From an optimization exercise on the open Yosys and OpenROAD flow, aimed at small area; shortcuts taken in it are not production practice.
The RTL was checked by simulation tests, not by an equivalence proof against the original design.
Power figures rest on the tool's default switching activity, not on a simulated workload.

`config.mk`:
```
export PLATFORM = sky130hd
export DESIGN_NAME = top
export DESIGN_NICKNAME = top
export VERILOG_FILES = /design/flow/design.v
export SDC_FILE = /design/flow/constraint.sdc
export NUM_CORES = 8
export LEC_CHECK = 0
export CAP_MARGIN = 25
export CORE_AREA = 10 10 410 410
export DIE_AREA = 0 0 420 420
export PLACE_DENSITY = 0.65
export SLEW_MARGIN = 25
export SYNTH_HIERARCHICAL = 1
```
`constraint.sdc`:
```
create_clock -name core_clock -period 10.0 [get_ports {clk}]
set_input_delay 2.0000 -clock core_clock [delete_from_list [all_inputs] [get_ports {clk}]]
set_output_delay 2.0000 -clock core_clock [all_outputs]
set_load 0.01 [all_outputs]
```
`design.v`:
```
module buffer (
    input  logic              clk,
    input  logic              wen,       
    input  logic [639:0]      din,
    output logic [3:0][143:0] dout,
    output logic [143:0]      set3_kept  
);
    always_ff @(posedge clk) begin
        for (int s = 0; s < 4; s++)
            if (wen) dout[s] <= din[s*160 +: 144];
        set3_kept <= dout[3];
    end
endmodule
module hadamard_product_unit (
    input  logic [71:0] kernel,
    input  logic [71:0] p0_n,    
    input  logic [71:0] p1_n,
    input  logic [71:0] p2_n,
    input  logic [2:0][26:0] d1,    
    input  logic [2:0][26:0] d2,
    input  logic [2:0][26:0] d3,
    output logic [7:0]  y0,
    output logic [7:0]  y1,
    output logic [7:0]  y2
);
    logic [71:0] kernel3;
    times3 u_k3 (.k(kernel), .k3(kernel3));
    logic [2:0][71:0] p_n;
    logic [2:0][7:0]  y;
    assign p_n = {p2_n, p1_n, p0_n};
    assign {y2, y1, y0} = y;
    for (genvar j = 0; j < 3; j++) begin : g_dp
        dot9 u_dp (.k(kernel), .k3(kernel3), .p_n(p_n[j]),
                   .d1(d1[j]), .d2(d2[j]), .d3(d3[j]), .y(y[j]));
    end
endmodule
module dot9 (
    input  logic [71:0] k,     
    input  logic [71:0] k3,    
    input  logic [71:0] p_n,    
    input  logic [26:0] d1,    
    input  logic [26:0] d2,    
    input  logic [26:0] d3,    
    output logic [7:0]  y
);
    logic pn1, pn2, pn3, pn4, pn5, pn6, pn7, pn8, pn9, pn10, pn11, pn12, pn13, pn14, pn15, pn16;
    logic pn17, pn18, pn19, pn20, pn21, pn22, pn23, pn24, pn25, pn26, pn27, pn28, pn29, pn30, pn31, pn32;
    logic pn33, pn34, pn35, pn36, pn37, pn38, pn39, pn40, pn41, pn42, pn43, pn44, pn45, pn46, pn47, pn48;
    logic pn49, pn50, pn51, pn52, pn53, pn54, pn55, pn56, pn57, pn58, pn59, pn60, pn61, pn62, pn63, pn64;
    logic pn65, pn66, pn67, pn68, pn69, pn70, pn71, pn72, pn73, pn74, pn75, pn76, pn77, pn78, pn79, pn80;
    logic pn81, pn82, pn83, pn84, pn85, pn86, pn87, pn88, pn89, pn90, pn91, pn92, pn93, pn94, pn95, pn96;
    logic pn97, pn98, pn99, pn100, pn101, pn102, pn103, pn104, pn105, pn106, pn107, pn108, pn109, pn110, pn111, pn112;
    logic pn113, pn114, pn115, pn116, pn117, pn118, pn119, pn120, pn121, pn122, pn123, pn124, pn125, pn126, pn127, pn128;
    logic pn129, pn130, pn131, pn132, pn133, pn134, pn135, pn136, pn137, pn138, pn139, pn140, pn141, pn142, pn143, pn144;
    logic pn145, pn146, pn147, pn148, pn149, pn150, pn151, pn152, pn153, pn154, pn155, pn156, pn157, pn158, pn159, pn160;
    logic pn161, pn162, pn163, pn164, pn165, pn166, pn167, pn168, pn169, pn170, pn171, pn172, pn173, pn174, pn175, pn176;
    logic pn177, pn178, pn179, pn180, pn181, pn182, pn183, pn184, pn185, pn186, pn187, pn188, pn189, s190, c191, s192;
    logic c193, s194, c195, s196, c197, s198, c199, s200, c201, s202, c203, s204, c205, s206, c207, s208;
    logic c209, s210, c211, s212, c213, s214, c215, s216, c217, s218, c219, s220, c221, s222, c223, s224;
    logic c225, s226, c227, s228, c229, s230, c231, s232, c233, s234, c235, s236, c237, s238, c239, s240;
    logic c241, s242, c243, s244, c245, s246, c247, s248, c249, s250, c251, s252, c253, s254, c255, s256;
    logic c257, s258, c259, s260, c261, s262, c263, s264, c265, s266, c267, s268, c269, s270, c271, s272;
    logic c273, s274, c275, s276, c277, s278, c279, s280, c281, s282, c283, s284, c285, s286, c287, s288;
    logic c289, s290, c291, s292, c293, s294, c295, s296, c297, s298, c299, s300, c301, s302, c303, s304;
    logic c305, s306, c307, s308, c309, s310, c311, s312, c313, s314, c315, s316, c317, s318, c319, s320;
    logic c321, s322, c323, s324, c325, s326, c327, s328, c329, s330, c331, s332, c333, s334, c335, s336;
    logic c337, s338, c339, s340, c341, s342, c343, s344, c345, s346, c347, s348, c349, s350, c351, s352;
    logic c353, s354, c355, s356, c357, s358, c359, s360, c361, s362, c363, s364, c365, s366, c367, s368;
    logic c369, s370, c371, s372, c373, s374, c375, s376, c377, s378, c379, s380, c381, s382, c383, s384;
    logic c385, s386, c387, s388, c389, s390, c391, s392, c393, s394, c395, s396, c397, s398, c399, s400;
    logic c401, s402, c403, s404, c405, s406, c407, s408, c409, s410, c411, s412, c413, x414, x415, x416;
    logic x417, x418, x419, x420, x421, x422, x423, x424, x425, x426, x427, x428, x429, x430, x431, x432;
    logic x433, x434, x435, x436, x437, x438, x439, x440, x441, x442, x443, x444, x445, x446, x447, x448;
    logic x449, x450, x451, x452, x453, x454, x455, x456, x457, x458, x459, x460, x461, x462, x463, x464;
    logic x465, x466, x467, x468, x469, x470, x471, x472, x473, x474, x475, x476, x477, x478, x479, x480;
    logic x481, x482, x483, x484, x485, x486, x487;
    assign pn1 = ~(k[0] & ~p_n[0]);
    assign pn2 = ~((d1[0] & k[1]) | (d2[0] & k[0]) | (d3[0] & k3[1]));
    assign pn3 = ~((d1[0] & k[2]) | (d2[0] & k[1]) | (d3[0] & k3[2]));
    assign pn4 = ~((d1[0] & k[3]) | (d2[0] & k[2]) | (d3[0] & k3[3]));
    assign pn5 = ~((d1[0] & k[4]) | (d2[0] & k[3]) | (d3[0] & k3[4]));
    assign pn6 = ~((d1[0] & k[5]) | (d2[0] & k[4]) | (d3[0] & k3[5]));
    assign pn7 = ~((d1[0] & k[6]) | (d2[0] & k[5]) | (d3[0] & k3[6]));
    assign pn8 = ~((d1[0] & k[7]) | (d2[0] & k[6]) | (d3[0] & k3[7]));
    assign pn9 = ~(k[0] & ~p_n[2]);
    assign pn10 = ~((d1[1] & k[1]) | (d2[1] & k[0]) | (d3[1] & k3[1]));
    assign pn11 = ~((d1[1] & k[2]) | (d2[1] & k[1]) | (d3[1] & k3[2]));
    assign pn12 = ~((d1[1] & k[3]) | (d2[1] & k[2]) | (d3[1] & k3[3]));
    assign pn13 = ~((d1[1] & k[4]) | (d2[1] & k[3]) | (d3[1] & k3[4]));
    assign pn14 = ~((d1[1] & k[5]) | (d2[1] & k[4]) | (d3[1] & k3[5]));
    assign pn15 = ~(k[0] & ~p_n[4]);
    assign pn16 = ~((d1[2] & k[1]) | (d2[2] & k[0]) | (d3[2] & k3[1]));
    assign pn17 = ~((d1[2] & k[2]) | (d2[2] & k[1]) | (d3[2] & k3[2]));
    assign pn18 = ~((d1[2] & k[3]) | (d2[2] & k[2]) | (d3[2] & k3[3]));
    assign pn19 = ~(k[0] & ~p_n[6]);
    assign pn20 = ~(k[1] & ~p_n[6]);
    assign pn21 = ~(k[0] & ~p_n[7]);
    assign pn22 = ~(k[8] & ~p_n[8]);
    assign pn23 = ~((d1[3] & k[9]) | (d2[3] & k[8]) | (d3[3] & k3[9]));
    assign pn24 = ~((d1[3] & k[10]) | (d2[3] & k[9]) | (d3[3] & k3[10]));
    assign pn25 = ~((d1[3] & k[11]) | (d2[3] & k[10]) | (d3[3] & k3[11]));
    assign pn26 = ~((d1[3] & k[12]) | (d2[3] & k[11]) | (d3[3] & k3[12]));
    assign pn27 = ~((d1[3] & k[13]) | (d2[3] & k[12]) | (d3[3] & k3[13]));
    assign pn28 = ~((d1[3] & k[14]) | (d2[3] & k[13]) | (d3[3] & k3[14]));
    assign pn29 = ~((d1[3] & k[15]) | (d2[3] & k[14]) | (d3[3] & k3[15]));
    assign pn30 = ~(k[8] & ~p_n[10]);
    assign pn31 = ~((d1[4] & k[9]) | (d2[4] & k[8]) | (d3[4] & k3[9]));
    assign pn32 = ~((d1[4] & k[10]) | (d2[4] & k[9]) | (d3[4] & k3[10]));
    assign pn33 = ~((d1[4] & k[11]) | (d2[4] & k[10]) | (d3[4] & k3[11]));
    assign pn34 = ~((d1[4] & k[12]) | (d2[4] & k[11]) | (d3[4] & k3[12]));
    assign pn35 = ~((d1[4] & k[13]) | (d2[4] & k[12]) | (d3[4] & k3[13]));
    assign pn36 = ~(k[8] & ~p_n[12]);
    assign pn37 = ~((d1[5] & k[9]) | (d2[5] & k[8]) | (d3[5] & k3[9]));
    assign pn38 = ~((d1[5] & k[10]) | (d2[5] & k[9]) | (d3[5] & k3[10]));
    assign pn39 = ~((d1[5] & k[11]) | (d2[5] & k[10]) | (d3[5] & k3[11]));
    assign pn40 = ~(k[8] & ~p_n[14]);
    assign pn41 = ~(k[9] & ~p_n[14]);
    assign pn42 = ~(k[8] & ~p_n[15]);
    assign pn43 = ~(k[16] & ~p_n[16]);
    assign pn44 = ~((d1[6] & k[17]) | (d2[6] & k[16]) | (d3[6] & k3[17]));
    assign pn45 = ~((d1[6] & k[18]) | (d2[6] & k[17]) | (d3[6] & k3[18]));
    assign pn46 = ~((d1[6] & k[19]) | (d2[6] & k[18]) | (d3[6] & k3[19]));
    assign pn47 = ~((d1[6] & k[20]) | (d2[6] & k[19]) | (d3[6] & k3[20]));
    assign pn48 = ~((d1[6] & k[21]) | (d2[6] & k[20]) | (d3[6] & k3[21]));
    assign pn49 = ~((d1[6] & k[22]) | (d2[6] & k[21]) | (d3[6] & k3[22]));
    assign pn50 = ~((d1[6] & k[23]) | (d2[6] & k[22]) | (d3[6] & k3[23]));
    assign pn51 = ~(k[16] & ~p_n[18]);
    assign pn52 = ~((d1[7] & k[17]) | (d2[7] & k[16]) | (d3[7] & k3[17]));
    assign pn53 = ~((d1[7] & k[18]) | (d2[7] & k[17]) | (d3[7] & k3[18]));
    assign pn54 = ~((d1[7] & k[19]) | (d2[7] & k[18]) | (d3[7] & k3[19]));
    assign pn55 = ~((d1[7] & k[20]) | (d2[7] & k[19]) | (d3[7] & k3[20]));
    assign pn56 = ~((d1[7] & k[21]) | (d2[7] & k[20]) | (d3[7] & k3[21]));
    assign pn57 = ~(k[16] & ~p_n[20]);
    assign pn58 = ~((d1[8] & k[17]) | (d2[8] & k[16]) | (d3[8] & k3[17]));
    assign pn59 = ~((d1[8] & k[18]) | (d2[8] & k[17]) | (d3[8] & k3[18]));
    assign pn60 = ~((d1[8] & k[19]) | (d2[8] & k[18]) | (d3[8] & k3[19]));
    assign pn61 = ~(k[16] & ~p_n[22]);
    assign pn62 = ~(k[17] & ~p_n[22]);
    assign pn63 = ~(k[16] & ~p_n[23]);
    assign pn64 = ~(k[24] & ~p_n[24]);
    assign pn65 = ~((d1[9] & k[25]) | (d2[9] & k[24]) | (d3[9] & k3[25]));
    assign pn66 = ~((d1[9] & k[26]) | (d2[9] & k[25]) | (d3[9] & k3[26]));
    assign pn67 = ~((d1[9] & k[27]) | (d2[9] & k[26]) | (d3[9] & k3[27]));
    assign pn68 = ~((d1[9] & k[28]) | (d2[9] & k[27]) | (d3[9] & k3[28]));
    assign pn69 = ~((d1[9] & k[29]) | (d2[9] & k[28]) | (d3[9] & k3[29]));
    assign pn70 = ~((d1[9] & k[30]) | (d2[9] & k[29]) | (d3[9] & k3[30]));
    assign pn71 = ~((d1[9] & k[31]) | (d2[9] & k[30]) | (d3[9] & k3[31]));
    assign pn72 = ~(k[24] & ~p_n[26]);
    assign pn73 = ~((d1[10] & k[25]) | (d2[10] & k[24]) | (d3[10] & k3[25]));
    assign pn74 = ~((d1[10] & k[26]) | (d2[10] & k[25]) | (d3[10] & k3[26]));
    assign pn75 = ~((d1[10] & k[27]) | (d2[10] & k[26]) | (d3[10] & k3[27]));
    assign pn76 = ~((d1[10] & k[28]) | (d2[10] & k[27]) | (d3[10] & k3[28]));
    assign pn77 = ~((d1[10] & k[29]) | (d2[10] & k[28]) | (d3[10] & k3[29]));
    assign pn78 = ~(k[24] & ~p_n[28]);
    assign pn79 = ~((d1[11] & k[25]) | (d2[11] & k[24]) | (d3[11] & k3[25]));
    assign pn80 = ~((d1[11] & k[26]) | (d2[11] & k[25]) | (d3[11] & k3[26]));
    assign pn81 = ~((d1[11] & k[27]) | (d2[11] & k[26]) | (d3[11] & k3[27]));
    assign pn82 = ~(k[24] & ~p_n[30]);
    assign pn83 = ~(k[25] & ~p_n[30]);
    assign pn84 = ~(k[24] & ~p_n[31]);
    assign pn85 = ~(k[32] & ~p_n[32]);
    assign pn86 = ~((d1[12] & k[33]) | (d2[12] & k[32]) | (d3[12] & k3[33]));
    assign pn87 = ~((d1[12] & k[34]) | (d2[12] & k[33]) | (d3[12] & k3[34]));
    assign pn88 = ~((d1[12] & k[35]) | (d2[12] & k[34]) | (d3[12] & k3[35]));
    assign pn89 = ~((d1[12] & k[36]) | (d2[12] & k[35]) | (d3[12] & k3[36]));
    assign pn90 = ~((d1[12] & k[37]) | (d2[12] & k[36]) | (d3[12] & k3[37]));
    assign pn91 = ~((d1[12] & k[38]) | (d2[12] & k[37]) | (d3[12] & k3[38]));
    assign pn92 = ~((d1[12] & k[39]) | (d2[12] & k[38]) | (d3[12] & k3[39]));
    assign pn93 = ~(k[32] & ~p_n[34]);
    assign pn94 = ~((d1[13] & k[33]) | (d2[13] & k[32]) | (d3[13] & k3[33]));
    assign pn95 = ~((d1[13] & k[34]) | (d2[13] & k[33]) | (d3[13] & k3[34]));
    assign pn96 = ~((d1[13] & k[35]) | (d2[13] & k[34]) | (d3[13] & k3[35]));
    assign pn97 = ~((d1[13] & k[36]) | (d2[13] & k[35]) | (d3[13] & k3[36]));
    assign pn98 = ~((d1[13] & k[37]) | (d2[13] & k[36]) | (d3[13] & k3[37]));
    assign pn99 = ~(k[32] & ~p_n[36]);
    assign pn100 = ~((d1[14] & k[33]) | (d2[14] & k[32]) | (d3[14] & k3[33]));
    assign pn101 = ~((d1[14] & k[34]) | (d2[14] & k[33]) | (d3[14] & k3[34]));
    assign pn102 = ~((d1[14] & k[35]) | (d2[14] & k[34]) | (d3[14] & k3[35]));
    assign pn103 = ~(k[32] & ~p_n[38]);
    assign pn104 = ~(k[33] & ~p_n[38]);
    assign pn105 = ~(k[32] & ~p_n[39]);
    assign pn106 = ~(k[40] & ~p_n[40]);
    assign pn107 = ~((d1[15] & k[41]) | (d2[15] & k[40]) | (d3[15] & k3[41]));
    assign pn108 = ~((d1[15] & k[42]) | (d2[15] & k[41]) | (d3[15] & k3[42]));
    assign pn109 = ~((d1[15] & k[43]) | (d2[15] & k[42]) | (d3[15] & k3[43]));
    assign pn110 = ~((d1[15] & k[44]) | (d2[15] & k[43]) | (d3[15] & k3[44]));
    assign pn111 = ~((d1[15] & k[45]) | (d2[15] & k[44]) | (d3[15] & k3[45]));
    assign pn112 = ~((d1[15] & k[46]) | (d2[15] & k[45]) | (d3[15] & k3[46]));
    assign pn113 = ~((d1[15] & k[47]) | (d2[15] & k[46]) | (d3[15] & k3[47]));
    assign pn114 = ~(k[40] & ~p_n[42]);
    assign pn115 = ~((d1[16] & k[41]) | (d2[16] & k[40]) | (d3[16] & k3[41]));
    assign pn116 = ~((d1[16] & k[42]) | (d2[16] & k[41]) | (d3[16] & k3[42]));
    assign pn117 = ~((d1[16] & k[43]) | (d2[16] & k[42]) | (d3[16] & k3[43]));
    assign pn118 = ~((d1[16] & k[44]) | (d2[16] & k[43]) | (d3[16] & k3[44]));
    assign pn119 = ~((d1[16] & k[45]) | (d2[16] & k[44]) | (d3[16] & k3[45]));
    assign pn120 = ~(k[40] & ~p_n[44]);
    assign pn121 = ~((d1[17] & k[41]) | (d2[17] & k[40]) | (d3[17] & k3[41]));
    assign pn122 = ~((d1[17] & k[42]) | (d2[17] & k[41]) | (d3[17] & k3[42]));
    assign pn123 = ~((d1[17] & k[43]) | (d2[17] & k[42]) | (d3[17] & k3[43]));
    assign pn124 = ~(k[40] & ~p_n[46]);
    assign pn125 = ~(k[41] & ~p_n[46]);
    assign pn126 = ~(k[40] & ~p_n[47]);
    assign pn127 = ~(k[48] & ~p_n[48]);
    assign pn128 = ~((d1[18] & k[49]) | (d2[18] & k[48]) | (d3[18] & k3[49]));
    assign pn129 = ~((d1[18] & k[50]) | (d2[18] & k[49]) | (d3[18] & k3[50]));
    assign pn130 = ~((d1[18] & k[51]) | (d2[18] & k[50]) | (d3[18] & k3[51]));
    assign pn131 = ~((d1[18] & k[52]) | (d2[18] & k[51]) | (d3[18] & k3[52]));
    assign pn132 = ~((d1[18] & k[53]) | (d2[18] & k[52]) | (d3[18] & k3[53]));
    assign pn133 = ~((d1[18] & k[54]) | (d2[18] & k[53]) | (d3[18] & k3[54]));
    assign pn134 = ~((d1[18] & k[55]) | (d2[18] & k[54]) | (d3[18] & k3[55]));
    assign pn135 = ~(k[48] & ~p_n[50]);
    assign pn136 = ~((d1[19] & k[49]) | (d2[19] & k[48]) | (d3[19] & k3[49]));
    assign pn137 = ~((d1[19] & k[50]) | (d2[19] & k[49]) | (d3[19] & k3[50]));
    assign pn138 = ~((d1[19] & k[51]) | (d2[19] & k[50]) | (d3[19] & k3[51]));
    assign pn139 = ~((d1[19] & k[52]) | (d2[19] & k[51]) | (d3[19] & k3[52]));
    assign pn140 = ~((d1[19] & k[53]) | (d2[19] & k[52]) | (d3[19] & k3[53]));
    assign pn141 = ~(k[48] & ~p_n[52]);
    assign pn142 = ~((d1[20] & k[49]) | (d2[20] & k[48]) | (d3[20] & k3[49]));
    assign pn143 = ~((d1[20] & k[50]) | (d2[20] & k[49]) | (d3[20] & k3[50]));
    assign pn144 = ~((d1[20] & k[51]) | (d2[20] & k[50]) | (d3[20] & k3[51]));
    assign pn145 = ~(k[48] & ~p_n[54]);
    assign pn146 = ~(k[49] & ~p_n[54]);
    assign pn147 = ~(k[48] & ~p_n[55]);
    assign pn148 = ~(k[56] & ~p_n[56]);
    assign pn149 = ~((d1[21] & k[57]) | (d2[21] & k[56]) | (d3[21] & k3[57]));
    assign pn150 = ~((d1[21] & k[58]) | (d2[21] & k[57]) | (d3[21] & k3[58]));
    assign pn151 = ~((d1[21] & k[59]) | (d2[21] & k[58]) | (d3[21] & k3[59]));
    assign pn152 = ~((d1[21] & k[60]) | (d2[21] & k[59]) | (d3[21] & k3[60]));
    assign pn153 = ~((d1[21] & k[61]) | (d2[21] & k[60]) | (d3[21] & k3[61]));
    assign pn154 = ~((d1[21] & k[62]) | (d2[21] & k[61]) | (d3[21] & k3[62]));
    assign pn155 = ~((d1[21] & k[63]) | (d2[21] & k[62]) | (d3[21] & k3[63]));
    assign pn156 = ~(k[56] & ~p_n[58]);
    assign pn157 = ~((d1[22] & k[57]) | (d2[22] & k[56]) | (d3[22] & k3[57]));
    assign pn158 = ~((d1[22] & k[58]) | (d2[22] & k[57]) | (d3[22] & k3[58]));
    assign pn159 = ~((d1[22] & k[59]) | (d2[22] & k[58]) | (d3[22] & k3[59]));
    assign pn160 = ~((d1[22] & k[60]) | (d2[22] & k[59]) | (d3[22] & k3[60]));
    assign pn161 = ~((d1[22] & k[61]) | (d2[22] & k[60]) | (d3[22] & k3[61]));
    assign pn162 = ~(k[56] & ~p_n[60]);
    assign pn163 = ~((d1[23] & k[57]) | (d2[23] & k[56]) | (d3[23] & k3[57]));
    assign pn164 = ~((d1[23] & k[58]) | (d2[23] & k[57]) | (d3[23] & k3[58]));
    assign pn165 = ~((d1[23] & k[59]) | (d2[23] & k[58]) | (d3[23] & k3[59]));
    assign pn166 = ~(k[56] & ~p_n[62]);
    assign pn167 = ~(k[57] & ~p_n[62]);
    assign pn168 = ~(k[56] & ~p_n[63]);
    assign pn169 = ~(k[64] & ~p_n[64]);
    assign pn170 = ~((d1[24] & k[65]) | (d2[24] & k[64]) | (d3[24] & k3[65]));
    assign pn171 = ~((d1[24] & k[66]) | (d2[24] & k[65]) | (d3[24] & k3[66]));
    assign pn172 = ~((d1[24] & k[67]) | (d2[24] & k[66]) | (d3[24] & k3[67]));
    assign pn173 = ~((d1[24] & k[68]) | (d2[24] & k[67]) | (d3[24] & k3[68]));
    assign pn174 = ~((d1[24] & k[69]) | (d2[24] & k[68]) | (d3[24] & k3[69]));
    assign pn175 = ~((d1[24] & k[70]) | (d2[24] & k[69]) | (d3[24] & k3[70]));
    assign pn176 = ~((d1[24] & k[71]) | (d2[24] & k[70]) | (d3[24] & k3[71]));
    assign pn177 = ~(k[64] & ~p_n[66]);
    assign pn178 = ~((d1[25] & k[65]) | (d2[25] & k[64]) | (d3[25] & k3[65]));
    assign pn179 = ~((d1[25] & k[66]) | (d2[25] & k[65]) | (d3[25] & k3[66]));
    assign pn180 = ~((d1[25] & k[67]) | (d2[25] & k[66]) | (d3[25] & k3[67]));
    assign pn181 = ~((d1[25] & k[68]) | (d2[25] & k[67]) | (d3[25] & k3[68]));
    assign pn182 = ~((d1[25] & k[69]) | (d2[25] & k[68]) | (d3[25] & k3[69]));
    assign pn183 = ~(k[64] & ~p_n[68]);
    assign pn184 = ~((d1[26] & k[65]) | (d2[26] & k[64]) | (d3[26] & k3[65]));
    assign pn185 = ~((d1[26] & k[66]) | (d2[26] & k[65]) | (d3[26] & k3[66]));
    assign pn186 = ~((d1[26] & k[67]) | (d2[26] & k[66]) | (d3[26] & k3[67]));
    assign pn187 = ~(k[64] & ~p_n[70]);
    assign pn188 = ~(k[65] & ~p_n[70]);
    assign pn189 = ~(k[64] & ~p_n[71]);
    fa u_s190 (.a(pn1), .b(pn22), .c(pn43), .s(s190), .co(c191));
    fa u_s192 (.a(pn64), .b(pn85), .c(pn106), .s(s192), .co(c193));
    fa u_s194 (.a(pn127), .b(pn148), .c(pn169), .s(s194), .co(c195));
    fa u_s196 (.a(s190), .b(s192), .c(s194), .s(s196), .co(c197));
    fa u_s198 (.a(pn2), .b(pn23), .c(pn44), .s(s198), .co(c199));
    fa u_s200 (.a(pn65), .b(pn86), .c(pn107), .s(s200), .co(c201));
    fa u_s202 (.a(pn128), .b(pn149), .c(pn170), .s(s202), .co(c203));
    fa u_s204 (.a(c191), .b(c193), .c(c195), .s(s204), .co(c205));
    fa u_s206 (.a(c197), .b(s198), .c(s200), .s(s206), .co(c207));
    fa u_s208 (.a(s202), .b(s204), .c(s206), .s(s208), .co(c209));
    fa u_s210 (.a(pn9), .b(pn30), .c(pn51), .s(s210), .co(c211));
    fa u_s212 (.a(pn72), .b(pn93), .c(pn114), .s(s212), .co(c213));
    fa u_s214 (.a(pn135), .b(pn156), .c(pn177), .s(s214), .co(c215));
    fa u_s216 (.a(s210), .b(s212), .c(s214), .s(s216), .co(c217));
    fa u_s218 (.a(pn3), .b(pn24), .c(pn45), .s(s218), .co(c219));
    fa u_s220 (.a(pn66), .b(pn87), .c(pn108), .s(s220), .co(c221));
    fa u_s222 (.a(pn129), .b(pn150), .c(pn171), .s(s222), .co(c223));
    fa u_s224 (.a(c199), .b(c201), .c(c203), .s(s224), .co(c225));
    fa u_s226 (.a(c205), .b(s216), .c(c207), .s(s226), .co(c227));
    fa u_s228 (.a(s218), .b(s220), .c(s222), .s(s228), .co(c229));
    fa u_s230 (.a(s224), .b(c209), .c(s226), .s(s230), .co(c231));
    assign s232 = ~(s228 ^ s230);
    assign c233 = s228 | s230;
    fa u_s234 (.a(pn10), .b(pn31), .c(pn52), .s(s234), .co(c235));
    fa u_s236 (.a(pn73), .b(pn94), .c(pn115), .s(s236), .co(c237));
    fa u_s238 (.a(pn136), .b(pn157), .c(pn178), .s(s238), .co(c239));
    fa u_s240 (.a(c211), .b(c213), .c(c215), .s(s240), .co(c241));
    fa u_s242 (.a(c217), .b(s234), .c(s236), .s(s242), .co(c243));
    fa u_s244 (.a(s238), .b(s240), .c(pn4), .s(s244), .co(c245));
    fa u_s246 (.a(pn25), .b(pn46), .c(pn67), .s(s246), .co(c247));
    fa u_s248 (.a(pn88), .b(pn109), .c(pn130), .s(s248), .co(c249));
    fa u_s250 (.a(pn151), .b(pn172), .c(c219), .s(s250), .co(c251));
    fa u_s252 (.a(c221), .b(c223), .c(c225), .s(s252), .co(c253));
    fa u_s254 (.a(s242), .b(c227), .c(c229), .s(s254), .co(c255));
    fa u_s256 (.a(s244), .b(s246), .c(s248), .s(s256), .co(c257));
    fa u_s258 (.a(s250), .b(s252), .c(c231), .s(s258), .co(c259));
    fa u_s260 (.a(s254), .b(s256), .c(c233), .s(s260), .co(c261));
    assign s262 = ~(s258 ^ s260);
    assign c263 = s258 | s260;
    fa u_s264 (.a(pn15), .b(pn36), .c(pn57), .s(s264), .co(c265));
    fa u_s266 (.a(pn78), .b(pn99), .c(pn120), .s(s266), .co(c267));
    fa u_s268 (.a(pn141), .b(pn162), .c(pn183), .s(s268), .co(c269));
    fa u_s270 (.a(s264), .b(s266), .c(s268), .s(s270), .co(c271));
    fa u_s272 (.a(pn11), .b(pn32), .c(pn53), .s(s272), .co(c273));
    fa u_s274 (.a(pn74), .b(pn95), .c(pn116), .s(s274), .co(c275));
    fa u_s276 (.a(pn137), .b(pn158), .c(pn179), .s(s276), .co(c277));
    fa u_s278 (.a(c235), .b(c237), .c(c239), .s(s278), .co(c279));
    fa u_s280 (.a(c241), .b(s270), .c(c243), .s(s280), .co(c281));
    fa u_s282 (.a(s272), .b(s274), .c(s276), .s(s282), .co(c283));
    fa u_s284 (.a(s278), .b(pn5), .c(pn26), .s(s284), .co(c285));
    fa u_s286 (.a(pn47), .b(pn68), .c(pn89), .s(s286), .co(c287));
    fa u_s288 (.a(pn110), .b(pn131), .c(pn152), .s(s288), .co(c289));
    fa u_s290 (.a(pn173), .b(c245), .c(c247), .s(s290), .co(c291));
    fa u_s292 (.a(c249), .b(c251), .c(c253), .s(s292), .co(c293));
    fa u_s294 (.a(s280), .b(s282), .c(c255), .s(s294), .co(c295));
    fa u_s296 (.a(c257), .b(s284), .c(s286), .s(s296), .co(c297));
    fa u_s298 (.a(s288), .b(s290), .c(s292), .s(s298), .co(c299));
    fa u_s300 (.a(c259), .b(s294), .c(s296), .s(s300), .co(c301));
    fa u_s302 (.a(s298), .b(c261), .c(s300), .s(s302), .co(c303));
    assign s304 = ~(c263 ^ s302);
    assign c305 = c263 | s302;
    fa u_s306 (.a(pn16), .b(pn37), .c(pn58), .s(s306), .co(c307));
    fa u_s308 (.a(pn79), .b(pn100), .c(pn121), .s(s308), .co(c309));
    fa u_s310 (.a(pn142), .b(pn163), .c(pn184), .s(s310), .co(c311));
    fa u_s312 (.a(c265), .b(c267), .c(c269), .s(s312), .co(c313));
    fa u_s314 (.a(c271), .b(s306), .c(s308), .s(s314), .co(c315));
    fa u_s316 (.a(s310), .b(s312), .c(pn12), .s(s316), .co(c317));
    fa u_s318 (.a(pn33), .b(pn54), .c(pn75), .s(s318), .co(c319));
    fa u_s320 (.a(pn96), .b(pn117), .c(pn138), .s(s320), .co(c321));
    fa u_s322 (.a(pn159), .b(pn180), .c(c273), .s(s322), .co(c323));
    fa u_s324 (.a(c275), .b(c277), .c(c279), .s(s324), .co(c325));
    fa u_s326 (.a(s314), .b(c281), .c(c283), .s(s326), .co(c327));
    fa u_s328 (.a(s316), .b(s318), .c(s320), .s(s328), .co(c329));
    fa u_s330 (.a(s322), .b(s324), .c(pn6), .s(s330), .co(c331));
    fa u_s332 (.a(pn27), .b(pn48), .c(pn69), .s(s332), .co(c333));
    fa u_s334 (.a(pn90), .b(pn111), .c(pn132), .s(s334), .co(c335));
    fa u_s336 (.a(pn153), .b(pn174), .c(c285), .s(s336), .co(c337));
    fa u_s338 (.a(c287), .b(c289), .c(c291), .s(s338), .co(c339));
    fa u_s340 (.a(c293), .b(s326), .c(s328), .s(s340), .co(c341));
    fa u_s342 (.a(c295), .b(c297), .c(c299), .s(s342), .co(c343));
    fa u_s344 (.a(s330), .b(s332), .c(s334), .s(s344), .co(c345));
    fa u_s346 (.a(s336), .b(s338), .c(s340), .s(s346), .co(c347));
    fa u_s348 (.a(c301), .b(s342), .c(s344), .s(s348), .co(c349));
    fa u_s350 (.a(s346), .b(c303), .c(s348), .s(s350), .co(c351));
    assign s352 = ~(c305 ^ s350);
    assign c353 = c305 | s350;
    fa u_s354 (.a(pn19), .b(pn40), .c(pn61), .s(s354), .co(c355));
    fa u_s356 (.a(pn82), .b(pn103), .c(pn124), .s(s356), .co(c357));
    fa u_s358 (.a(pn145), .b(pn166), .c(pn187), .s(s358), .co(c359));
    fa u_s360 (.a(s354), .b(s356), .c(s358), .s(s360), .co(c361));
    fa u_s362 (.a(pn17), .b(pn38), .c(pn59), .s(s362), .co(c363));
    fa u_s364 (.a(pn80), .b(pn101), .c(pn122), .s(s364), .co(c365));
    fa u_s366 (.a(pn143), .b(pn164), .c(pn185), .s(s366), .co(c367));
    fa u_s368 (.a(c307), .b(c309), .c(c311), .s(s368), .co(c369));
    fa u_s370 (.a(c313), .b(s360), .c(c315), .s(s370), .co(c371));
    fa u_s372 (.a(s362), .b(s364), .c(s366), .s(s372), .co(c373));
    fa u_s374 (.a(s368), .b(pn13), .c(pn34), .s(s374), .co(c375));
    fa u_s376 (.a(pn55), .b(pn76), .c(pn97), .s(s376), .co(c377));
    fa u_s378 (.a(pn118), .b(pn139), .c(pn160), .s(s378), .co(c379));
    fa u_s380 (.a(pn181), .b(c317), .c(c319), .s(s380), .co(c381));
    fa u_s382 (.a(c321), .b(c323), .c(c325), .s(s382), .co(c383));
    fa u_s384 (.a(s370), .b(s372), .c(c327), .s(s384), .co(c385));
    fa u_s386 (.a(c329), .b(s374), .c(s376), .s(s386), .co(c387));
    fa u_s388 (.a(s378), .b(s380), .c(s382), .s(s388), .co(c389));
    fa u_s390 (.a(c331), .b(c333), .c(c335), .s(s390), .co(c391));
    fa u_s392 (.a(c337), .b(c339), .c(pn7), .s(s392), .co(c393));
    fa u_s394 (.a(pn28), .b(pn49), .c(pn70), .s(s394), .co(c395));
    fa u_s396 (.a(pn91), .b(pn112), .c(pn133), .s(s396), .co(c397));
    fa u_s398 (.a(pn154), .b(pn175), .c(c341), .s(s398), .co(c399));
    fa u_s400 (.a(s384), .b(s386), .c(s388), .s(s400), .co(c401));
    fa u_s402 (.a(c343), .b(c345), .c(s390), .s(s402), .co(c403));
    fa u_s404 (.a(s392), .b(s394), .c(s396), .s(s404), .co(c405));
    fa u_s406 (.a(c347), .b(s398), .c(s400), .s(s406), .co(c407));
    fa u_s408 (.a(c349), .b(s402), .c(s404), .s(s408), .co(c409));
    fa u_s410 (.a(s406), .b(c351), .c(s408), .s(s410), .co(c411));
    assign s412 = ~(c353 ^ s410);
    assign c413 = c353 | s410;
    assign x414 = pn20 ^ pn21;
    assign x415 = pn41 ^ pn42;
    assign x416 = pn62 ^ pn63;
    assign x417 = pn83 ^ pn84;
    assign x418 = pn104 ^ pn105;
    assign x419 = pn125 ^ pn126;
    assign x420 = pn146 ^ pn147;
    assign x421 = pn167 ^ pn168;
    assign x422 = pn188 ^ pn189;
    assign x423 = x414 ^ x415;
    assign x424 = x416 ^ x417;
    assign x425 = x418 ^ x419;
    assign x426 = x420 ^ x421;
    assign x427 = x422 ^ c355;
    assign x428 = c357 ^ c359;
    assign x429 = x423 ^ x424;
    assign x430 = x425 ^ x426;
    assign x431 = x427 ^ x428;
    assign x432 = x429 ^ x430;
    assign x433 = c361 ^ x431;
    assign x434 = x432 ^ pn18;
    assign x435 = pn39 ^ pn60;
    assign x436 = pn81 ^ pn102;
    assign x437 = pn123 ^ pn144;
    assign x438 = pn165 ^ pn186;
    assign x439 = c363 ^ c365;
    assign x440 = c367 ^ c369;
    assign x441 = x433 ^ x434;
    assign x442 = x435 ^ x436;
    assign x443 = x437 ^ x438;
    assign x444 = x439 ^ x440;
    assign x445 = c371 ^ c373;
    assign x446 = x441 ^ x442;
    assign x447 = x443 ^ x444;
    assign x448 = pn14 ^ pn35;
    assign x449 = pn56 ^ pn77;
    assign x450 = pn98 ^ pn119;
    assign x451 = pn140 ^ pn161;
    assign x452 = pn182 ^ c375;
    assign x453 = c377 ^ c379;
    assign x454 = c381 ^ c383;
    assign x455 = x445 ^ x446;
    assign x456 = x447 ^ x448;
    assign x457 = x449 ^ x450;
    assign x458 = x451 ^ x452;
    assign x459 = x453 ^ x454;
    assign x460 = x455 ^ c385;
    assign x461 = c387 ^ c389;
    assign x462 = x456 ^ x457;
    assign x463 = x458 ^ x459;
    assign x464 = c391 ^ x460;
    assign x465 = x461 ^ pn8;
    assign x466 = pn29 ^ pn50;
    assign x467 = pn71 ^ pn92;
    assign x468 = pn113 ^ pn134;
    assign x469 = pn155 ^ pn176;
    assign x470 = c393 ^ c395;
    assign x471 = c397 ^ x462;
    assign x472 = x463 ^ c399;
    assign x473 = c401 ^ x464;
    assign x474 = x465 ^ x466;
    assign x475 = x467 ^ x468;
    assign x476 = x469 ^ x470;
    assign x477 = x471 ^ c403;
    assign x478 = x472 ^ c405;
    assign x479 = x473 ^ x474;
    assign x480 = x475 ^ x476;
    assign x481 = c407 ^ x477;
    assign x482 = x478 ^ x479;
    assign x483 = x480 ^ c409;
    assign x484 = x481 ^ x482;
    assign x485 = x483 ^ x484;
    assign x486 = c411 ^ x485;
    assign x487 = c413 ^ x486;
    assign y[0] = ~s196;
    assign y[1] = ~s208;
    assign y[2] = ~s232;
    assign y[3] = ~s262;
    assign y[4] = ~s304;
    assign y[5] = ~s352;
    assign y[6] = ~s412;
    assign y[7] = ~x487;
endmodule
module times3 (
    input  logic [71:0] k,
    output logic [71:0] k3
);
    for (genvar m = 0; m < 9; m++) begin : g_m
        logic [7:0] a, y;
        logic [7:1] c;
        assign a = k[m*8 +: 8];
        assign y[0] = a[0];
        assign y[1] = a[1] ^ a[0];
        assign c[1] = a[1] & a[0];
        for (genvar b = 2; b < 7; b++) begin : g_b
            fa u_fa (.a(a[b]), .b(a[b-1]), .c(c[b-1]), .s(y[b]), .co(c[b]));
        end
        assign y[7] = a[7] ^ a[6] ^ c[6];
        assign k3[m*8 +: 8] = y;
    end
endmodule
module fa (input logic a, input logic b, input logic c, output logic s, output logic co);
    assign s  = a ^ b ^ c;
    assign co = (a & b) | (c & (a ^ b));
endmodule
module for_output (
    input  logic          clk,
    input  logic          rst,
    input  logic [1:0]    op,
    input  logic          wr_reg,    
    input  logic          arr3,      
    input  logic          arr1,      
    input  logic [15:0]   lane0,     
    input  logic [15:0]   lane1,
    input  logic [15:0]   lane2,
    output logic [1279:0] dout
);
    localparam logic [1:0] WRITE = 2'd2;
    logic [3:0] index;       
    logic       dv;          
    logic       full;
    logic [2:0] res_index;
    logic [7:0] res_inval;   
    always_ff @(posedge clk or posedge rst) begin
        if (rst)
            full <= 1'b0;
        else if (op == WRITE)
            full <= 1'b0;
        else if (!res_inval[7] && dv)
            full <= 1'b1;
    end
    logic [4:0] sum;
    assign sum = index + (arr3 ? 5'd3 : 5'd1);
    always_ff @(posedge clk or posedge rst) begin
        if (rst) begin
            index <= 4'd0;
            dv    <= 1'b0;
        end else if (op == WRITE) begin
            index <= 4'd0;
            dv    <= 1'b0;
        end else if (!full && (arr3 || arr1)) begin
            if (sum >= 5'd9) begin
                index <= 4'(sum - 5'd9);
                dv    <= 1'b1;
            end else begin
                index <= sum[3:0];
                dv    <= 1'b0;
            end
        end
    end
    always_ff @(posedge clk or posedge rst) begin
        if (rst)
            res_index <= 3'd0;
        else if (wr_reg)
            res_index <= 3'd0;
        else if (dv && res_index != 3'd7)
            res_index <= res_index + 3'd1;
    end
    always_ff @(posedge clk or posedge rst) begin
        if (rst)
            res_inval <= '1;
        else if (wr_reg)
            res_inval <= '1;
        else if (!full && (dv || index != 4'd0))
            res_inval[res_index] <= 1'b0;
    end
    logic       acc_d;       
    logic       n3_d;
    logic [3:0] i_d;         
    assign n3_d = arr1;
    always_ff @(posedge clk or posedge rst) begin
        if (rst) begin
            acc_d <= 1'b0;
            i_d   <= 4'd0;
        end else begin
            acc_d <= (arr3 || arr1) && (op != WRITE) && !full;
            i_d   <= index;
        end
    end
    logic wr_now;
    assign wr_now = acc_d && !full && !wr_reg;
    logic [8:0][15:0] bus;
    logic [8:0]       to_cur;     
    logic [8:0]       to_next;    
    always_comb begin
        for (int e = 0; e < 9; e++) begin
            bus[e]     = '0;
            to_cur[e]  = 1'b0;
            to_next[e] = 1'b0;
            for (int k = 0; k < 3; k++) begin
                if ((k == 0 || n3_d) && (32'(i_d) + k == e)) begin
                    bus[e]    = (k == 0) ? lane0 : (k == 1) ? lane1 : lane2;
                    to_cur[e] = 1'b1;
                end
                if ((k == 0 || n3_d) && (32'(i_d) + k == e + 9)) begin
                    bus[e]     = (k == 0) ? lane0 : (k == 1) ? lane1 : lane2;
                    to_next[e] = 1'b1;
                end
            end
            if (e >= 32'(i_d) + (n3_d ? 3 : 1))
                to_cur[e] = 1'b1;    
        end
    end
    logic [7:0][8:0][15:0] rows_n;
    always_ff @(posedge clk) begin
        for (int r = 0; r < 8; r++)
            for (int e = 0; e < 9; e++)
                if (wr_now && ((to_cur[e] && r >= res_index) || (to_next[e] && r > res_index)))
                    rows_n[r][e] <= ~bus[e];
    end
    for (genvar r = 0; r < 8; r++) begin : g_row
        assign dout[r*160 +: 144]       = ~(rows_n[r] | {144{res_inval[r]}});
        assign dout[r*160 + 144 +: 16]  = 16'd0;
    end
endmodule
module top #(
    parameter DATA_WIDTH = 8,
    parameter BUFFER_SIZE = 2,
    parameter KERNEL_SIZE = 9,
    parameter NUM_OF_MUL = 2,
    parameter DATA_OF_SET = 20,
    parameter IN_NUM_OF_SET = 4,
    parameter OUT_NUM_OF_SET = 3
)(
    input  logic          clk,
    input  logic          rst,
    input  logic [639:0]  din,
    input  logic [71:0]   kernel,
    input  logic [1:0]    op,
    output logic [1279:0] dout,
    output logic          dout_valid
);
    localparam logic [1:0] READ  = 2'd1;
    localparam logic [1:0] WRITE = 2'd2;
    logic       rd_reg, wr_reg;    
    logic [5:0] cnt;               
    logic       wen;
    always_ff @(posedge clk or posedge rst) begin
        if (rst) begin
            rd_reg <= 1'b0;
            wr_reg <= 1'b0;
            cnt    <= 6'd0;
        end else begin
            rd_reg <= (op == READ);
            wr_reg <= (op == WRITE);
            if (cnt == 6'd32 || ((op == READ) && rd_reg))
                cnt <= 6'd0;
            else if ((op == READ) && !rd_reg)
                cnt <= cnt + 6'd1;
        end
    end
    assign wen        = (op == READ) && !rd_reg && (cnt == 6'd0);
    assign dout_valid = (op == WRITE) && !wr_reg;
    logic [4:1] ph;
    logic       ph2_n;     
    always_ff @(posedge clk or posedge rst) begin
        if (rst) begin
            ph    <= '0;
            ph2_n <= 1'b1;
        end else begin
            ph    <= {ph[3:1], wen};
            ph2_n <= !ph[1];
        end
    end
    logic [3:0][143:0] set_q;
    logic [143:0]      set3_q;
    buffer u_buf (.clk(clk), .wen(wen), .din(din), .dout(set_q), .set3_kept(set3_q));
    logic [71:0] kernel_d;
    always_ff @(posedge clk) kernel_d <= kernel;
    logic [71:0] k_src;
    assign k_src = ({72{ph[2]}} & kernel) | ({72{ph2_n}} & kernel_d);
    logic [71:0] pu0_n, pu1_n, pu2_n;
    assign pu0_n = ~(({72{ph[2]}} & set_q[2][71:0])   | ({72{ph[3]}} & set_q[0][71:0])   | ({72{ph[4]}} & set3_q[71:0]));
    assign pu1_n = ~(({72{ph[2]}} & set_q[2][143:72]) | ({72{ph[3]}} & set_q[0][143:72]) | ({72{ph[4]}} & set3_q[143:72]));
    assign pu2_n = ~(({72{ph[2]}} & set_q[1][71:0])   | ({72{ph2_n}} & set_q[1][143:72]));
    logic [2:0][26:0] d1, d2, d3;
    logic [2:0][71:0] pu_n;
    assign pu_n = {pu2_n, pu1_n, pu0_n};
    for (genvar j = 0; j < 3; j++) begin : g_dec
        for (genvar m = 0; m < 9; m++) begin : g_m
            for (genvar i = 0; i < 3; i++) begin : g_i
                assign d1[j][m*3+i] = ~pu_n[j][m*8+2*i] & pu_n[j][m*8+2*i+1];
                assign d2[j][m*3+i] = pu_n[j][m*8+2*i] & ~pu_n[j][m*8+2*i+1];
                assign d3[j][m*3+i] = ~(pu_n[j][m*8+2*i] | pu_n[j][m*8+2*i+1]);
            end
        end
    end
    logic [7:0] u0, u1, u2;
    hadamard_product_unit u_dp (
        .kernel(k_src),
        .p0_n(pu0_n),
        .p1_n(pu1_n),
        .p2_n(pu2_n),
        .d1(d1),
        .d2(d2),
        .d3(d3),
        .y0(u0),
        .y1(u1),
        .y2(u2)
    );
    logic [7:0] r0, r1, r2, r0_d, r1_d, r2_d;
    always_ff @(posedge clk) begin
        r0   <= u0;
        r1   <= u1;
        r2   <= u2;
        r0_d <= r0;
        r1_d <= r1;
        r2_d <= r2;
    end
    logic [15:0] lane0, lane1, lane2;
    assign lane0 = {r1, r0};
    assign lane1 = {r2, r2_d};
    assign lane2 = {r1_d, r0_d};
    for_output u_out (
        .clk(clk),
        .rst(rst),
        .op(op),
        .wr_reg(wr_reg),
        .arr3(ph[3]),
        .arr1(ph[4]),
        .lane0(lane0),
        .lane1(lane1),
        .lane2(lane2),
        .dout(dout)
    );
endmodule
```
`flow/run.sh`:
```
#!/bin/bash
# The standard layout (standard.sh) with these placement settings changed:
#  - plain buf_1 cells as the port buffers (every port still gets one);
#  - pins may sit one routing track apart, so a smaller die holds them, and
#    the eight result rows' pins for the same bit sit together;
#  - clock tree: larger sink clusters, small clock buffers, no dummy loads;
#  - one tie cell for the constant outputs (as synthesis leaves it);
#  - global routing may use 90% of each layer's tracks (the platform allows 80%).
set -o pipefail
export BUFFER_PORTS_ARGS="-buffer_cell sky130_fd_sc_hd__buf_1"
groups=""
for e in $(seq 0 143); do
  g=""
  for r in $(seq 0 7); do g="$g dout[$((r * 160 + e))]"; done
  groups="$groups -group_pins {$g }"
done
export PLACE_PINS_ARGS="-min_distance 1 -min_distance_in_tracks$groups"
export CTS_ARGS="-sink_clustering_enable -repair_clock_nets -dont_use_dummy_load -buf_list {sky130_fd_sc_hd__clkbuf_4 sky130_fd_sc_hd__clkbuf_8} -sink_clustering_size 18 -sink_clustering_max_diameter 45"
export SKIP_REPAIR_TIE_FANOUT=1
export FASTROUTE_TCL="$(pwd)/flow/fastroute.tcl"
bash standard.sh > standard.log 2>&1
```
`flow/fastroute.tcl`:
```
# The platform's global-routing setup (platforms/sky130hd/fastroute.tcl) with
# the layer capacity adjustment lowered from 0.2 to 0.1.
set_global_routing_layer_adjustment $::env(MIN_ROUTING_LAYER)-$::env(MAX_ROUTING_LAYER) 0.1

set_routing_layers -clock $::env(MIN_CLK_ROUTING_LAYER)-$::env(MAX_ROUTING_LAYER)
set_routing_layers -signal $::env(MIN_ROUTING_LAYER)-$::env(MAX_ROUTING_LAYER)
```
`standard.sh`:
```
#!/bin/bash
# synth_recipe.tcl (not shown) runs the flow's synth.tcl, then flattens the netlist and writes it again
# the make line also repeats each setting of config.mk as NAME=value (left out here)
make -C /OpenROAD-flow-scripts/flow DESIGN_CONFIG=/design/flow/config.mk WORK_HOME=/design/flow/orfs CLKGATE_MAP_FILE= SYNTH_SCRIPT=/design/flow/synth_recipe.tcl "${@:-finish}"
```
==> results.py, run 1 <==
metrics = {
    "critical_path": {
        "slowest_delay_ns": 0.86,
        "required_ns": 10.74,
        "crit_start": "ph[2]",
        "cp_max_fo": 33,
        "slowest_stage": "dfrtp_4",
        "cpMostUsedCell": "fa_1",
        "start_kind": "register",
        "worst_setup_path_end_kind": "register",
        "crit_chain": "buf_12 -> buf_12 -> buf_4 -> a22o_1 -> buf_4 -> fa_1 -> buf_4 -> a222oi_1 -> fa_1 -> fa_1 -> fa_1 -> fa_1 -> fa_1 -> fa_1 -> fa_1 -> inv_1 -> ha_1 -> xnor2_1 -> xnor2_1 -> xnor2_1 -> xnor2_1 -> xnor2_1 -> xnor3_1",
        "critPathKind": "reg2reg",
        "timing.rr.start": "ph[2]",
        "cp.arrival_ns": 9.75,
    },
    "clock_network": {
        "cts_resized": 0,
        "clock-sinks": 2027,
        "hold_buffers": 0,
        "cts_max_level": 4,
        "clockBufferDepth": 3,
        "cts_made_buffers": 180,
        "postCtsSetupRepairBufs": 0,
        "cts_tree": "done",
        "clk_latency_ns": 1.01,
        "clkTransAtPathRegs_ns": 0.10,
        "root_buffer": "clkbuf_8",
    },
    "floorplanning": {
        "core_area_um2": 159000,
        "start_util_pct": 55.6,
        "rows": 146,
        "die_h_um": 420,
        "pin_count": 1997,
        "fp.dieArea_um2": 176000,
        "die_w_um": 420,
    },
    "timing": {
        "relSlewSlack_pct": 21.2,
        "setup_violations": 0,
        "hold_viol": 0,
        "clock_skew_ns": 0.142,
        "fin_crit_sh_pct": 90.1,
        "rsz0062_at_grt": "false",
        "tightest_slew_ns": 1.18,
        "fin_crit_ns": 9.01,
        "clock.fmax_ghz": 0.111,
        "finalMaxSlewViolations": 0,
    },
    "route": {
        "avgRoutedWirePerCell_um": 37.7,
        "first_pass_iters": 20,
        "routed_wl_um": 379000,
        "first_iter_violations": 15700,
        "drc": 0,
        "vias_per_cell": 6.76,
        "ant_nets": 0,
        "num_vias": 67900,
    },
    "final_layout": {
        "top_regs": "u_out.rows_n x1152, u_buf.dout x576, u_buf.set3_kept x144",
        "fin_nets": 9062,
        "drive_above_1_share_pct": 8.47,
        "largest_reg_flops": 1152,
        "finalNonFillerCells": 10000,
        "area_growth_pct": 14.7,
        "top_register": "u_out.rows_n",
    },
    "run": {
        "maxCapViolations": 0,
    },
    "global_routing": {
        "antenna_found_initial": 72,
        "grtUsageTotal_pct": 36.6,
        "grt_first_pass_wirelength_um": 503000,
        "grt_start_max_net_pins": 156,
        "grt_pass1_vias": 64200,
        "grt-ovfl-total": 0,
    },
    "power": {
        "powerDensity_nw_per_um2": 405,
        "ir_drop_mv": 1.48,
        "p_total_uw": 41000,
        "power_leakage_uw": 0.0291,
    },
    "place": {
        "numPortBuffers": 1804,
        "dp_cells": 9792,
        "place_hpwl_um": 274000,
        "gp_congestion": 0.998,
    },
    "outcome": {
        "status": "finished clean",
    },
    "synth": {
        "syn_avg_cell_area_um2": 14.6,
        "syn-num-nets": 7151,
        "syn_inst": 6025,
        "synth_area_um2": 88200,
        "ys_warn_count": 9,
    },
    "worst_hold_path": {
        "hold_class": "reg2reg",
        "hp-start": "u_buf.dout[484]",
    },
}
layer usage:
| metal | up-vias | routed length (um) | global-route usage (%) |
|---|---|---|---|
| li1 | 26700 | - | - |
| met4 | 62 | 34400 | 25.3 |
| met5 | - | 412 | 0 |
| met2 | 6514 | 167000 | 56.6 |
| met3 | 1516 | 52600 | 11.6 |
| met1 | 33200 | 124000 | 44.0 |
worst paths after layout:
| kind | endpoint | slack (ns) | cells past startpoint |
|---|---|---|---|
| hold reg to reg | u_buf.set3_kept[52] | 0.30 | 0 |
| hold / removal | u_buf.set3_kept[52] | 0.30 | 0 |
| setup reg to reg | r0[7] | 0.99 | 23 |
| setup / recovery | r0[7] | 0.99 | 23 |
| min in group asynchronous | rd_reg | 1.05 | 2 |
| max in group asynchronous | u_out.i_d[1] | 8.18 | 2 |
layout make-up:
class | count | area [um2]
sequential | 2027 | 58100
fill | 12200 | 57600
multi-input combinational | 3494 | 28000
timing repair buffer | 2179 | 9620
tap | 2072 | 2590
clock buffer | 180 | 2480
inverter | 54 | 203
antenna | 42 | 105
metrics by stage:
| stage | util, % | setup slack [ns] | TNS [ns] | cell area (um2) | hold slack, ns |
|---|---|---|---|---|---|
| detailed placement | 61.9 | 0.451 | 0 | 98300 | 0.327 |
| global placement | 61.7 | 0.527 | 0 | 98000 | 0.324 |
| finish | 63.7 | 0.991 | 0 | 101000 | 0.304 |
| floorplan | - | -7.03 | -3779.15 | 88200 | 0.323 |
| global route | 63.7 | 0.792 | 0 | 101000 | 0.315 |
| CTS | 63.5 | 1.14 | 0 | 101000 | 0.304 |
cells in the final DEF, fill, tap and decap left out, types with 53 or more instances in the layout:
cell	count
buf_1	1804
edfxtp_1	1728
nor2_1	1277
a222oi_1	662
fa_1	368
buf_4	301
dfxtp_1	264
nor2b_1	211
xnor2_1	187
clkbuf_8	180
nand2b_1	159
a22o_1	89
nand2_1	85
a22oi_1	72
inv_1	53
report_power, final:
part,internal [uW],total (uW),switching (uW)
Sequential,10700,11600,900
Combinational,10800,25200,14400
Clock,1600,4120,2530
Total,23100,41000,17900
worst max-delay path: cells and delay by family (launching register included):
kind | cells | cell delay (ns)
xor+xnor | 6 | 1.32
flops | 1 | 0.86
fa+ha+maj | 9 | 4.32
buf+inv | 6 | 1.53
compound gates | 2 | 0.61
==> run 2, diff against run 1 <==
--- a/flow/run.sh
+++ b/flow/run.sh
@@ -17,3 +17,3 @@
 export PLACE_PINS_ARGS="-min_distance 1 -min_distance_in_tracks$groups"
-export CTS_ARGS="-sink_clustering_enable -repair_clock_nets -dont_use_dummy_load -buf_list {sky130_fd_sc_hd__clkbuf_4 sky130_fd_sc_hd__clkbuf_8} -sink_clustering_size 18 -sink_clustering_max_diameter 45"
+export CTS_ARGS="-sink_clustering_enable -repair_clock_nets -dont_use_dummy_load -buf_list {sky130_fd_sc_hd__clkbuf_4 sky130_fd_sc_hd__clkbuf_8} -sink_clustering_size 20 -sink_clustering_max_diameter 45"
 export SKIP_REPAIR_TIE_FANOUT=1
==> config.mk (replaced) <==
export PLATFORM = sky130hd
export DESIGN_NAME = top
export DESIGN_NICKNAME = top
export VERILOG_FILES = /design/flow/design.v
export SDC_FILE = /design/flow/constraint.sdc
export NUM_CORES = 8
export LEC_CHECK = 0
export CAP_MARGIN = 20
export CORE_AREA = 10 10 395 395
export DIE_AREA = 0 0 405 405
export PLACE_DENSITY = 0.7
export SLEW_MARGIN = 20
export SYNTH_HIERARCHICAL = 1
==> results.py, run 2 <==
metrics = {
    "clock_network": {
        "hold_buffers": 0,
        "cts_max_level": 4,
        "cts_tree": "done",
        "clockBufferDepth": 3,
        "cts_made_buffers": 166,
        "cts_resized": 0,
        "clock-sinks": 2027,
        "clkTransAtPathRegs_ns": 0.08,
        "root_buffer": "clkbuf_8",
        "postCtsSetupRepairBufs": 0,
        "clk_latency_ns": 0.98,
    },
    "floorplanning": {
        "rows": 141,
        "fp.dieArea_um2": 164000,
        "core_area_um2": 147000,
        "die_w_um": 405,
        "pin_count": 1997,
        "start_util_pct": 59.8,
        "die_h_um": 405,
    },
    "run": {
        "maxCapViolations": 0,
    },
    "critical_path": {
        "cp_top_family": "adder cells",
        "start_kind": "register",
        "slowest_delay_ns": 0.97,
        "crit_chain": "buf_4 -> a222oi_1 -> nor2b_1 -> a222oi_1 -> fa_1 -> fa_1 -> fa_1 -> fa_1 -> fa_1 -> fa_1 -> fa_1 -> fa_1 -> fa_1 -> inv_1 -> ha_1 -> xnor2_1 -> xnor2_1 -> xnor2_1 -> xnor2_1 -> xnor2_1 -> xnor3_1",
        "required_ns": 10.75,
        "worst_setup_path_end_kind": "register",
        "slowest_stage": "a222oi_1",
        "crit_buf_inv": 2,
        "critPathKind": "reg2reg",
        "cpMostUsedCell": "fa_1",
        "cp.arrival_ns": 9.89,
        "cp_max_fo": 53,
    },
    "final_layout": {
        "final_common_cell": "buf_1",
        "nFillCells": 10700,
        "finalNonFillerCells": 9837,
        "fin_nets": 8986,
        "final_cell_mix": "1804 x buf_1, 1728 x edfxtp_1, 1278 x nor2_1",
        "top_register": "u_out.rows_n",
        "top_regs": "u_out.rows_n x1152, u_buf.dout x576, u_buf.set3_kept x144",
        "largest_reg_flops": 1152,
        "area_growth_pct": 13.8,
        "drive_above_1_share_pct": 7.57,
    },
    "timing": {
        "clock_skew_ns": 0.151,
        "setup_violations": 0,
        "finalMaxSlewViolations": 0,
        "fin_crit_ns": 9.14,
        "hold_viol": 0,
        "clock.fmax_ghz": 0.109,
        "rsz0062_at_grt": "false",
        "tightest_slew_ns": 1.37,
        "whs_ns": 0.274,
        "relSlewSlack_pct": 8.98,
        "fin_crit_sh_pct": 91.4,
    },
    "route": {
        "first_iter_violations": 16200,
        "routed_wl_um": 374000,
        "avgRoutedWirePerCell_um": 38.0,
        "vias_per_cell": 6.94,
        "first_pass_iters": 20,
        "drc": 0,
        "num_vias": 68300,
        "ant_nets": 0,
    },
    "global_routing": {
        "grt_pass1_vias": 65000,
        "grt_start_max_net_pins": 192,
        "antenna_found_initial": 75,
        "grt_first_pass_wirelength_um": 499000,
        "grt-ovfl-total": 0,
        "grtUsageTotal_pct": 39.0,
    },
    "power": {
        "p_switching_uw": 17200,
        "powerDensity_nw_per_um2": 394,
        "power_leakage_uw": 0.0288,
        "seqPwrFrac_pct": 29.7,
        "p_total_uw": 39600,
        "internal-power_uw": 22300,
        "clkPwrFrac_pct": 10.0,
        "swShare_pct": 43.6,
        "ir_drop_mv": 1.05,
        "power_frac_comb_pct": 60.3,
    },
    "synth": {
        "ys_warn_count": 9,
        "synth_area_um2": 88200,
        "syn_avg_cell_area_um2": 14.6,
        "syn-num-nets": 7151,
        "syn_inst": 6025,
    },
    "place": {
        "place_hpwl_um": 270000,
        "gp_congestion": 1.03,
        "dp_cells": 9584,
        "numPortBuffers": 1804,
    },
    "outcome": {
        "status": "finished clean",
    },
    "worst_hold_path": {
        "hold_class": "reg2reg",
    },
}
-- run 2: layer usage --
metal | vias up | GRT usage (%) | part of all wire, %
met1 | 33000 | 46.7 | 32
met5 | - | 0 | 0.094
li1 | 26500 | - | -
met3 | 1753 | 12.9 | 15
met4 | 54 | 28.8 | 10
met2 | 7011 | 59.3 | 43
-- run 2: path summary, 6_finish.rpt --
check                                      from  slack [ns]                  end  cells past startpoint
min in group asynchronous                   rst        1.07               cnt[3]                      2
worst min-delay path            u_buf.dout[450]        0.27  u_buf.set3_kept[18]                      0
worst max register to register            ph[3]        0.86                r0[7]                     21
worst min register to register  u_buf.dout[450]        0.27  u_buf.set3_kept[18]                      0
max in group asynchronous                   rst        8.19         u_out.i_d[0]                      2
worst max-delay path                      ph[3]        0.86                r0[7]                     21
-- run 2: power groups by stage --
stage	clock [uW]	combinational, uW	sequential, uW
floorplan	0	15400	11300
global placement	0	22700	11800
detailed placement	0	23000	11800
CTS	3960	23100	11600
global route	4270	25100	11700
finish	3950	23900	11800
-- run 2: through the flow --
| step | setup WS [ns] | util (%) | area (um2) | setup TNS (ns) |
|---|---|---|---|---|
| floorplan | -7.03 | - | 88200 | -3779.15 |
| global placement | 0.375 | 66.2 | 97600 | 0 |
| detailed placement | 0.342 | 66.2 | 97700 | 0 |
| CTS | 1.07 | 67.8 | 99900 | 0 |
| global route | 0.707 | 68.0 | 100000 | 0 |
| finish | 0.862 | 68.1 | 100000 | 0 |
-- run 2: layout make-up --
class,instances,area [um2],area share (%)
Sequential cell,2027,58100,57.9
Multi-Input combinational cell,3494,28100,28.0
Timing Repair Buffer,2117,9170,9.13
Tap cell,1930,2410,2.41
Clock buffer,166,2280,2.28
Inverter,54,203,0.202
Antenna cell,49,123,0.122
-- run 2: worst reg2reg max path: cells and delay by family, from the launching register on --
kind | cells | cell delay [ns]
and+or+nand+nor | 1 | 0.44
AOI/OAI and AO/OA | 2 | 1.51
DFF | 1 | 0.80
buffers and inverters | 2 | 0.43
adders and majority gates | 10 | 4.40
xor gates and xnor gates | 6 | 1.35
==> run 3, diff against run 2 <==
--- a/flow/run.sh
+++ b/flow/run.sh
@@ -17,3 +17,3 @@
 export PLACE_PINS_ARGS="-min_distance 1 -min_distance_in_tracks$groups"
-export CTS_ARGS="-sink_clustering_enable -repair_clock_nets -dont_use_dummy_load -buf_list {sky130_fd_sc_hd__clkbuf_4 sky130_fd_sc_hd__clkbuf_8} -sink_clustering_size 20 -sink_clustering_max_diameter 45"
+export CTS_ARGS="-sink_clustering_enable -repair_clock_nets -dont_use_dummy_load -buf_list {sky130_fd_sc_hd__clkbuf_4 sky130_fd_sc_hd__clkbuf_8} -sink_clustering_size 19 -sink_clustering_max_diameter 44"
 export SKIP_REPAIR_TIE_FANOUT=1
==> results.py, run 3 <==
metrics = {
    "place": {
        "numPortBuffers": 1804,
        "dp_cells": 9584,
        "gp_congestion": 1.03,
        "place_area_um2": 97700,
        "place_hpwl_um": 270000,
    },
    "timing": {
        "tightest_slew_ns": 1.36,
        "fin_crit_ns": 9.14,
        "setup_violations": 0,
        "fin_crit_sh_pct": 91.4,
        "hold_viol": 0,
        "tns_ns": 0,
        "clock_skew_ns": 0.149,
        "rsz0062_at_grt": "false",
        "finalMaxSlewViolations": 0,
        "relSlewSlack_pct": 9.49,
        "clock.fmax_ghz": 0.109,
    },
    "floorplanning": {
        "start_util_pct": 59.8,
        "pin_count": 1997,
        "die_w_um": 405,
        "fp.dieArea_um2": 164000,
        "core_area_um2": 147000,
        "rows": 141,
        "die_h_um": 405,
    },
    "critical_path": {
        "cp_top_family": "adder cells",
        "required_ns": 10.77,
        "cp.arrival_ns": 9.91,
        "timing.rr.end": "r0[7]",
        "r2r_cells": 21,
        "critPathKind": "reg2reg",
        "cp_max_fo": 53,
        "timing.rr.start": "ph[3]",
        "reg2reg_slack_ns": 0.86,
        "start_kind": "register",
        "cpMostUsedCell": "fa_1",
        "crit_chain": "buf_4 -> a222oi_1 -> nor2b_1 -> a222oi_1 -> fa_1 -> fa_1 -> fa_1 -> fa_1 -> fa_1 -> fa_1 -> fa_1 -> fa_1 -> fa_1 -> inv_1 -> ha_1 -> xnor2_1 -> xnor2_1 -> xnor2_1 -> xnor2_1 -> xnor2_1 -> xnor3_1",
        "slowest_stage": "a222oi_1",
        "worst_setup_path_end_kind": "register",
        "slowest_delay_ns": 0.96,
        "crit_buf_inv": 2,
    },
    "global_routing": {
        "grt-ovfl-total": 0,
        "grtUsageTotal_pct": 39.1,
        "grt_pass1_vias": 65200,
        "grt_first_pass_wirelength_um": 499000,
        "antenna_found_initial": 75,
        "grt_start_max_net_pins": 192,
    },
    "final_layout": {
        "area_growth_pct": 14.0,
        "final_util_pct": 68.2,
        "largest_reg_flops": 1152,
        "multi_input_area_um2": 28100,
        "final_common_cell": "buf_1",
        "final_cell_mix": "1804 x buf_1, 1728 x edfxtp_1, 1278 x nor2_1",
        "nFillCells": 10700,
        "top_regs": "u_out.rows_n x1152, u_buf.dout x576, u_buf.set3_kept x144",
        "top_register": "u_out.rows_n",
        "ff_latch_area_um2": 58100,
        "fin_nets": 8993,
        "drive_above_1_share_pct": 7.65,
        "finalNonFillerCells": 9849,
        "final_design_area_no_fill_um2": 101000,
    },
    "power": {
        "ir_drop_mv": 1.04,
        "powerDensity_nw_per_um2": 395,
        "power_leakage_uw": 0.0288,
    },
    "clock_network": {
        "root_buffer": "clkbuf_8",
        "cts_resized": 0,
        "postCtsSetupRepairBufs": 0,
        "clk_latency_ns": 1.01,
        "clockBufferDepth": 3,
        "clkTransAtPathRegs_ns": 0.08,
        "cts_made_buffers": 175,
        "cts_max_level": 4,
        "hold_buffers": 0,
        "cts_tree": "done",
        "clock-sinks": 2027,
    },
    "route": {
        "vias_per_cell": 6.96,
        "routed_wl_um": 375000,
        "first_iter_violations": 16500,
        "ant_nets": 0,
        "first_pass_iters": 22,
        "avgRoutedWirePerCell_um": 38.1,
        "num_vias": 68500,
        "drc": 0,
    },
    "outcome": {
        "status": "finished clean",
    },
    "worst_hold_path": {
        "whs_path_depth": 0,
        "hold_class": "reg2reg",
        "hp-start": "u_buf.dout[450]",
        "min_to": "u_buf.set3_kept[18]",
    },
    "synth": {
        "ys_warn_count": 9,
        "syn_avg_cell_area_um2": 14.6,
        "syn_inst": 6025,
        "synth_area_um2": 88200,
        "syn-num-nets": 7151,
    },
    "run": {
        "maxCapViolations": 0,
    },
}
-- run 3: worst register-to-register path, stage by stage, from the launching register on --
cell and delay [ns]:
dfrtp_4 0.78, buf_4 0.44, a222oi_1 0.96, nor2b_1 0.44
a222oi_1 0.55, fa_1 0.52, fa_1 0.39, fa_1 0.43
fa_1 0.43, fa_1 0.44, fa_1 0.49, fa_1 0.59
fa_1 0.44, fa_1 0.49, inv_1 0.04, ha_1 0.20
xnor2_1 0.29, xnor2_1 0.18, xnor2_1 0.15, xnor2_1 0.16
xnor2_1 0.14, xnor3_1 0.41
-- run 3: worst max-delay path by stage --
| stage | depth (start not counted) | to | start |
|---|---|---|---|
| CTS | 21 | r0[7] | ph[3] |
| detailed placement | 22 | r0[7] | kernel[1] |
| global placement | 22 | r0[7] | kernel[1] |
| global route | 21 | r0[7] | ph[3] |
| finish | 21 | r0[7] | ph[3] |
| floorplan | 2 | ph[1] | op[1] |
-- run 3: metrics by stage --
step                hold WS (ns)  worst slack (ns)  total power, uW
floorplan                  0.323             -7.03            26600
global placement           0.323             0.375            34500
detailed placement         0.327             0.342            34900
CTS                        0.270              1.09            38800
global route               0.272             0.723            41200
finish                     0.285             0.863            39700
-- run 3: power by group --
group | internal [uW] | total, uW | switching, uW | leakage, uW
registers | 10700 | 11800 | 1020 | 0.0161
clock network | 1550 | 4050 | 2500 | 0.00126
logic | 10100 | 23900 | 13800 | 0.0114
total | 22400 | 39700 | 17300 | 0.0288
-- run 3: final cells by class --
| type | count | area share (%) |
|---|---|---|
| Inverter | 54 | 0.202 |
| Multi-Input combinational cell | 3494 | 28.0 |
| Antenna cell | 54 | 0.134 |
| Sequential cell | 2027 | 57.8 |
| Tap cell | 1930 | 2.40 |
| Timing Repair Buffer | 2115 | 9.11 |
| Clock buffer | 175 | 2.40 |
-- run 3: per-layer routing --
layer / routed length [um] / GRT usage [%]
met1: 119000 / 46.9
met2: 163000 / 59.1
met3: 55300 / 12.8
met4: 37800 / 29.5
met5: 326 / 0

-- static timing again, ports no longer ideal --
Ports are ideal in the flow. The routed layouts listed here were re-timed in OpenROAD.
Step 1 assumes that a clkbuf_16 drives the clock port and a buf_2 every other input.
Step 2 moves the port delays by t, midway between the first and last clock arrival at a register: inputs arrive t later, outputs are due t later. That takes back most of the time a late clock gives input paths.
Three values: ideal ports, drivers, drivers and shift; two values: the first two.
run | t (ns) | setup slack, ns | worst setup path after step 2
run 1 | 1.038 | 0.991 / 0.991 / 0.131 | input to register
run 2 | 1.010 | 0.862 / 0.862 / -0.017 | input to register
run 3 | 1.026 | 0.863 / 0.863 / -0.001 | input to register
With both steps, setup timing fails in run 2 and run 3, where it was met with ideal ports. The setup slack of run 2, which loses most, moves by 0.000 ns with the drivers and by -0.879 ns with both steps.
